This is an optimization exercise on Yosys and OpenROAD, whose aim is small area, a short achievable clock period and few clock cycles, not a production implementation. RTL that was checked went through simulation tests only; none was proved equivalent to the original. The clock input has no modelled driver; a real chip could not lean on it and would need a root buffer or a full tree. Power figures rest on the tool's default switching activity, not on a simulated workload.

## ELA
module ELA(clk, rst, in_data, data_rd, req, wen, addr, data_wr, done);
==> module ELA, before the edit <==
module ELA(clk, rst, in_data, data_rd, req, wen, addr, data_wr, done);
	input				clk;
	input				rst;
	input		[7:0]	in_data;
	input		[7:0]	data_rd;
	output				req;
	output	reg			wen;
	output	reg	[9:0]	addr;
	output	reg	[7:0]	data_wr;
	output	reg			done;
	reg			main, vld, nreq;
	assign req = ~nreq;
	reg			s0, s1, s2;
	reg	[4:0]	k;
	reg	[3:0]	j;
	reg	[7:0]	xr, v, yr, p, q;
	reg	[7:0]	dreg, bd;
	reg	[7:0]	sreg, bs;
	wire [7:0] yn = ~yr;
	wire [7:0] sp = xr ^ yr;	 
	wire [7:0] ep = xr ^ yn;	 
	reg [7:0] sg, sq, eg, eq;	 
	integer l, i, t;
	always @(*) begin
		sg = xr & yr;
		sq = sp;
		eg = xr & yn;
		eq = ep;
		for (l = 0; l < 3; l = l + 1)
			for (i = 0; i < 8; i = i + 1)
				if ((i >> l) & 1) begin
					t = ((i >> (l + 1)) << (l + 1)) + (1 << l) - 1;
					sg[i] = sg[i] | (sq[i] & sg[t]);
					sq[i] = sq[i] & sq[t];
					eg[i] = eg[i] | (eq[i] & eg[t]);
					eq[i] = eq[i] & eq[t];
				end
	end
	wire [8:0] sum = {sg[7], sp ^ {sg[6:0], 1'b0}};
	wire [7:0] e0 = ep ^ {eg[6:0], 1'b0};
	wire [7:0] e1 = ep ^ {eg[6:0] | eq[6:0], 1'b1};
	wire [7:0] dm = eg[7] ? e0 : ~e1;
	wire bzero = &bd;
	wire lt = ~bzero & ((&dreg) | (dreg < bd));
	reg cen;
	wire upd = s1 | (lt & cen);
	wire [4:0] k1 = k + 5'd1;
	always @(posedge clk) begin
		dreg <= dm;
		sreg <= sum[8:1];
		if (upd) begin
			bd <= dreg;
			bs <= sreg;
		end
		if (s0) begin
			xr <= v;
			v <= xr;
		end else if (s1)
			xr <= data_rd;
		if (s0)
			yr <= data_wr;
		else if (s1)
			yr <= q;
		else
			yr <= p;
		if (s1) begin
			p <= yr;
			q <= p;
		end
		cen <= s1 ? (k[4:1] != 4'd0) : s2 ? (k != 5'd1 && k != 5'd2) : 1'b0;
		data_wr <= s1 ? bs : in_data;
		addr[4:0] <= s1 ? k - 5'd2 : k;
		addr[5] <= s1;
		if (!main)
			addr[9:6] <= 4'd0;
		else if (s2)
			addr[9:6] <= j + 4'd1;
		else if (s1 && k[4:1] == 4'd0)
			addr[9:6] <= j - 4'd1;
		else
			addr[9:6] <= j;
	end
	always @(posedge clk or posedge rst) begin
		if (rst) begin
			main <= 1'b0;
			vld <= 1'b0;
			s0 <= 1'b0;
			s1 <= 1'b0;
			s2 <= 1'b0;
			k <= 5'd0;
			j <= 4'd0;
			nreq <= 1'b0;
			wen <= 1'b0;
			done <= 1'b0;
		end else if (done) begin
			nreq <= 1'b1;
			wen <= 1'b0;
		end else if (!main) begin
			vld <= ~nreq;
			if (vld) k <= k1;
			wen <= vld;
			if (vld && k == 5'd31) begin
				main <= 1'b1;
				s2 <= 1'b1;
				nreq <= 1'b1;
			end
		end else begin
			s0 <= s2;
			s1 <= s0;
			s2 <= s1;
			nreq <= ~s0;
			if (s1) begin
				k <= k1;
				if (k == 5'd31) j <= j + 4'd1;
			end
			if (s2) begin
				wen <= (j != 4'd15);
				if (j == 4'd15 && k == 5'd2) begin
					done <= 1'b1;
					main <= 1'b0;
					wen <= 1'b0;
				end
			end else
				wen <= s1;
		end
	end
endmodule
==> flow/config.mk <==
export PLATFORM = sky130hd
export DESIGN_NAME = ELA
export DESIGN_NICKNAME = ELA
export VERILOG_FILES = /design/flow/design.v
export SDC_FILE = /design/flow/constraint.sdc
export NUM_CORES = 8
export LEC_CHECK = 0
export CAP_MARGIN = 20
export CORE_MARGIN = 2
export CORE_UTILIZATION = 40
export SETUP_SLACK_MARGIN = 2.8
export SLEW_MARGIN = 20
==> flow/constraint.sdc <==
create_clock -name core_clock -period 5.0 [get_ports {clk}]
set_input_delay 1.0000 -clock core_clock [delete_from_list [all_inputs] [get_ports {clk}]]
set_output_delay 1.0000 -clock core_clock [all_outputs]
set_load 0.01 [all_outputs]
standard.sh (not shown) runs the stock make flow with config.mk's settings and CLKGATE_MAP_FILE= SYNTH_SCRIPT=/design/flow/synth_recipe.tcl, a recipe that flattens the netlist after the stock synthesis.
==> flow/flow/run.sh <==
#!/bin/bash
# Own layout flow: the standard ORFS flow (standard.sh), except that
# - the clock tree is built by flow/cts.tcl, a copy of ORFS's cts.tcl whose
#   TritonCTS call is replaced by one level of clock buffers fed by the clock
#   port (manual_clock_tree there);
# - flow/env.sh may set MAKEVARS, extra ORFS variables for the steps after
#   synthesis. Synthesis is the standard one, unchanged.
# Every tool's output goes to a log in this folder.
set -euo pipefail
W=$(pwd)
rm -rf "$W/scripts"
cp -r "$FLOW_HOME/scripts" "$W/scripts"
cp "$W/flow/cts.tcl" "$W/scripts/cts.tcl"
export SCRIPTS_DIR="$W/scripts"
export CLKTREE_NBUF=4
export CLKTREE_BUF=sky130_fd_sc_hd__clkbuf_16
MAKEVARS=()
if [ -f "$W/flow/env.sh" ]; then source "$W/flow/env.sh"; fi
bash standard.sh synth > "$W/flow_synth.log" 2>&1
for step in floorplan place cts finish; do
  bash standard.sh "${MAKEVARS[@]}" $step > "$W/flow_$step.log" 2>&1
done
test -s "$W/out/final.def"
Other scripts of this flow, unchanged in this note and not shown: flow/flow/cts.tcl, flow/flow/env.sh
Testbench counts at the start, summed over its fixed seeds: cycles 47,392.
Next try:
--- a/flow/design.v
+++ b/flow/design.v
@@ -16,5 +16,5 @@
 	reg	[3:0]	j;
 	reg	[7:0]	xr, v, yr, p, q;
-	reg	[7:0]	dreg, bd;
+	reg	[8:0]	dreg, bd;
 	reg	[7:0]	sreg, bs;
 	wire [7:0] yn = ~yr;
@@ -39,17 +39,17 @@
 	end
 	wire [8:0] sum = {sg[7], sp ^ {sg[6:0], 1'b0}};
-	wire [7:0] e0 = ep ^ {eg[6:0], 1'b0};
-	wire [7:0] e1 = ep ^ {eg[6:0] | eq[6:0], 1'b1};
-	wire [7:0] dm = eg[7] ? e0 : ~e1;
-	wire bzero = &bd;
-	wire lt = ~bzero & ((&dreg) | (dreg < bd));
-	reg cen;
-	wire upd = s1 | (lt & cen);
+	wire [8:0] e = {eg[7], ep ^ {eg[6:0], 1'b0}};
+	wire [7:0] m = e[8] ? e[7:0] : ~e[7:0];
+	wire [10:0] cmp = {2'b00, dreg[7:0], 1'b1} + {~bd[8], ~bd, dreg[8]};
+	wire lt = cmp[10];
+	wire [8:0] dm1 = dreg[8] ? {1'b0, dreg[7:0]} : {1'b0, dreg[7:0]} - 9'd1;
+	wire edge_col = (k == 5'd1) || (k == 5'd2);
+	wire upd = s1 | (lt & ~edge_col & (s2 | s0));
 	wire [4:0] k1 = k + 5'd1;
 	always @(posedge clk) begin
-		dreg <= dm;
+		dreg <= {e[8], m};
 		sreg <= sum[8:1];
 		if (upd) begin
-			bd <= dreg;
+			bd <= dm1;
 			bs <= sreg;
 		end
@@ -69,5 +69,4 @@
 			q <= p;
 		end
-		cen <= s1 ? (k[4:1] != 4'd0) : s2 ? (k != 5'd1 && k != 5'd2) : 1'b0;
 		data_wr <= s1 ? bs : in_data;
 		addr[4:0] <= s1 ? k - 5'd2 : k;
=> Via count falls by 3.0%; utilization is about the same; synthesized area went down by 0.58%; worst setup slack improved by 25 ps; power rises by 2.6%; design area is about the same; register-to-register slack improved by 20 ps; die area went down by 0.57%; hold slack hardly moves; sequential cell count went up by 1; routed wire length shrinks by 7.6%; final cell count falls by 1.6%.
Testbench counts after the change, summed over its fixed seeds: cycles 47,392.
In every run of this note, the design's own scripts or RTL, not TritonCTS, make the clock network.

Another version of the RTL of ELA (not shown whole).
Size: roughly 380 cells after synthesis, roughly 97 flip-flops, about 0.0045 sq mm of cells after synthesis.
==> module ELA, before the edit <==
module ELA(clk, rst, in_data, data_rd, req, wen, addr, data_wr, done);
	input				clk;
	input				rst;
	input		[7:0]	in_data;
	input		[7:0]	data_rd;
	output				req;
	output	reg			wen;
	output	reg	[9:0]	addr;
	output	reg	[7:0]	data_wr;
	output	reg			done;
	reg			nreq;
	assign req = ~nreq;
	reg			s0, s1, s2;
	wire		main = s0 | s1 | s2;
	wire [4:0] col = addr[4:0];
	wire [3:0] rf = addr[9:6];
	wire kge2 = |col[4:1];				 
	wire klow = &col[4:2] & (col[1] | col[0]);	 
	wire last = addr[5] & klow & (rf == 4'd14);	 
	reg	[7:0]	xr, v, yr, p, q;
	reg	[7:0]	dreg, bd;
	reg	[7:0]	sreg, bs;
	wire [7:0] sum8, dm;
	ela_eval u_eval (.x(xr), .y(yr), .s(sum8), .d(dm));
	wire bzero = &bd;
	wire lt = ~bzero & ((&dreg) | (dreg < bd));
	reg cen;
	wire upd = s1 | (lt & cen);
	always @(posedge clk) begin
		dreg <= dm;
		sreg <= sum8;
		if (upd) begin
			bd <= dreg;
			bs <= sreg;
		end
		if (s0) begin
			xr <= v;
			v <= xr;
		end else if (s1)
			xr <= data_rd;
		if (s0)
			yr <= data_wr;
		else if (s1)
			yr <= q;
		else
			yr <= p;
		if (s1) begin
			p <= yr;
			q <= p;
		end
		cen <= s1 ? kge2 : s2 ? ~col[4] | ~col[3] | ~col[2] | ~col[1] : 1'b0;
		data_wr <= s1 ? bs : in_data;
		if (!main && !wen)
			addr <= 10'd31;
		else begin
			addr[4:0] <= col + (s1 ? 5'd30 : s2 ? 5'd3 : s0 ? 5'd0 : 5'd1);
			addr[5] <= s1;
			if (!main)
				addr[9:6] <= {3'd0, nreq & (&col)};
			else if (s0 || (s1 && !kge2))
				addr[9:6] <= rf - 4'd1;
			else if (s2)
				addr[9:6] <= rf + ((addr[5] & klow) ? 4'd2 : 4'd1);
		end
	end
	always @(posedge clk or posedge rst) begin
		if (rst) begin
			s0 <= 1'b0;
			s1 <= 1'b0;
			s2 <= 1'b0;
			nreq <= 1'b0;
			wen <= 1'b0;
			done <= 1'b0;
		end else if (done) begin
			nreq <= 1'b1;
			wen <= 1'b0;
		end else if (!main) begin
			wen <= 1'b1;
			if (wen && col == 5'd30)
				nreq <= 1'b1;
			if (nreq && col == 5'd31)
				s0 <= 1'b1;
		end else begin
			s0 <= s2;
			s1 <= s0;
			s2 <= s1;
			nreq <= ~s0;
			if (s2) begin
				wen <= ~last;
				if (last && col == 5'd31) begin
					done <= 1'b1;
					s0 <= 1'b0;
					wen <= 1'b0;
				end
			end else
				wen <= s1;
		end
	end
endmodule
==> module ela_eval, before the edit <==
module ela_eval(x, y, s, d);
	input [7:0] x, y;
	output [7:0] s, d;
	wire [7:0] yn = ~y;
	wire [7:0] sp = x ^ y; wire [7:0] ep = x ^ yn;
	reg [7:0] sg, sq, eg, eq, g2, p2, h2, q2; integer l, i;
	always @(*) begin sg = x & y; sq = sp; eg = x & yn; eq = ep;
		for (l = 0; l < 3; l = l + 1) begin g2 = sg; p2 = sq; h2 = eg; q2 = eq;
			for (i = 0; i < 8; i = i + 1) if (i >= (1 << l)) begin
				g2[i] = sg[i] | (sq[i] & sg[i - (1 << l)]); p2[i] = sq[i] & sq[i - (1 << l)];
				h2[i] = eg[i] | (eq[i] & eg[i - (1 << l)]); q2[i] = eq[i] & eq[i - (1 << l)]; end
			sg = g2; sq = p2; eg = h2; eq = q2; end
	end
	wire [8:0] sum = {sg[7], sp ^ {sg[6:0], 1'b0}};
	wire [7:0] e0 = ep ^ {eg[6:0], 1'b0};
	wire [7:0] e1 = ep ^ {eg[6:0] | eq[6:0], 1'b1};
	assign s = sum[8:1];
	assign d = eg[7] ? e0 : ~e1;
endmodule
clock: 5.0 ns
lec_check: 0
cap_margin: 20
core_margin: 2
core_utilization: 40
setup_slack_margin: 2.95
slew_margin: 20
synth_hierarchical: 1
Scripts as last shown in full above: flow/flow/run.sh
Other scripts of this flow, unchanged in this note and not shown: flow/flow/cts.tcl, flow/flow/env.sh
Next try:
--- a/flow/design.v
+++ b/flow/design.v
@@ -52,18 +52,20 @@
 		cen <= s1 ? kge2 : s2 ? ~col[4] | ~col[3] | ~col[2] | ~col[1] : 1'b0;
 		data_wr <= s1 ? bs : in_data;
 		if (!main && !wen)
 			addr <= 10'd31;
 		else begin
-			addr[4:0] <= col + (s1 ? 5'd30 : s2 ? 5'd3 : s0 ? 5'd0 : 5'd1);
+			addr[4:0] <= s1 ? col - 5'd2 : s2 ? col + 5'd3 : s0 ? col : col + 5'd1;
 			addr[5] <= s1;
 			if (!main)
 				addr[9:6] <= {3'd0, nreq & (&col)};
 			else if (s0 || (s1 && !kge2))
 				addr[9:6] <= rf - 4'd1;
+			else if (s2 && addr[5] && klow)
+				addr[9:6] <= rf + 4'd2;
 			else if (s2)
-				addr[9:6] <= rf + ((addr[5] & klow) ? 4'd2 : 4'd1);
+				addr[9:6] <= rf + 4'd1;
 		end
 	end
 	always @(posedge clk or posedge rst) begin
 		if (rst) begin
 			s0 <= 1'b0;
@@ -97,21 +99,31 @@
 				wen <= s1;
 		end
 	end
 endmodule
 module ela_eval(x, y, s, d);
-	input [7:0] x, y;
-	output [7:0] s, d;
+	input		[7:0]	x, y;
+	output		[7:0]	s, d;
 	wire [7:0] yn = ~y;
-	wire [7:0] sp = x ^ y; wire [7:0] ep = x ^ yn;
-	reg [7:0] sg, sq, eg, eq, g2, p2, h2, q2; integer l, i;
-	always @(*) begin sg = x & y; sq = sp; eg = x & yn; eq = ep;
-		for (l = 0; l < 3; l = l + 1) begin g2 = sg; p2 = sq; h2 = eg; q2 = eq;
-			for (i = 0; i < 8; i = i + 1) if (i >= (1 << l)) begin
-				g2[i] = sg[i] | (sq[i] & sg[i - (1 << l)]); p2[i] = sq[i] & sq[i - (1 << l)];
-				h2[i] = eg[i] | (eq[i] & eg[i - (1 << l)]); q2[i] = eq[i] & eq[i - (1 << l)]; end
-			sg = g2; sq = p2; eg = h2; eq = q2; end
+	wire [7:0] sp = x ^ y;	 
+	wire [7:0] ep = x ^ yn;	 
+	reg [7:0] sg, sq, eg, eq;	 
+	integer l, i, t;
+	always @(*) begin
+		sg = x & y;
+		sq = sp;
+		eg = x & yn;
+		eq = ep;
+		for (l = 0; l < 3; l = l + 1)
+			for (i = 0; i < 8; i = i + 1)
+				if ((i >> l) & 1) begin
+					t = ((i >> (l + 1)) << (l + 1)) + (1 << l) - 1;
+					sg[i] = sg[i] | (sq[i] & sg[t]);
+					sq[i] = sq[i] & sq[t];
+					eg[i] = eg[i] | (eq[i] & eg[t]);
+					eq[i] = eq[i] & eq[t];
+				end
 	end
 	wire [8:0] sum = {sg[7], sp ^ {sg[6:0], 1'b0}};
 	wire [7:0] e0 = ep ^ {eg[6:0], 1'b0};
 	wire [7:0] e1 = ep ^ {eg[6:0] | eq[6:0], 1'b1};
 	assign s = sum[8:1];
What happened: The changed run ran to the end with no violations; via count drops slightly; synthesized cell count drops slightly; power climbs slightly; sequential cell count stays the same; clock skew drops by 0.0097 ns; final area drops slightly; sequential share of layout area climbs by 0.73 points; final cell count drops slightly; wire length drops slightly; critical path depth climbs by 2.
No functional check of the RTL was part of any run of this note. No run of this note takes its clock network from TritonCTS; it comes from the design's own scripts or RTL.

port drivers added, routing unchanged:
The flow's constraints put no driver on any port. The routed layouts listed below were extracted and timed again, unchanged, in two steps.
Step 1: set_driving_cell puts a clkbuf_16 on clk and a buf_2 on each other input, an assumption about the parent block.
Step 2 times the ports against the registers' clock, not the clock port: input delays grow and output delays shrink by t, the midpoint of the rising clock arrivals with the driver on.
Slacks: ideal ports / drivers / drivers and shift; pairs: ideal ports / drivers.
run	t (ns)	setup slack, ns	worst hold slack (ns)	clock arrival spread, ns	worst data-port slew with drivers (ns)
the first run of note 1	0.241	2.855 / 2.855 / 2.855	0.412 / 0.412 / 0.412	0.016 / 0.016	0.04
the second run of note 1	0.242	2.879 / 2.879 / 2.879	0.413 / 0.413 / 0.413	0.012 / 0.012	0.04
the first run of note 2	0.233	2.950 / 2.950 / 2.950	0.399 / 0.399 / 0.399	0.015 / 0.014	0.04
the second run of note 2	0.234	2.907 / 2.907 / 2.907	0.411 / 0.411 / 0.411	0.005 / 0.005	0.03
After both steps setup and hold are still met in every run listed.
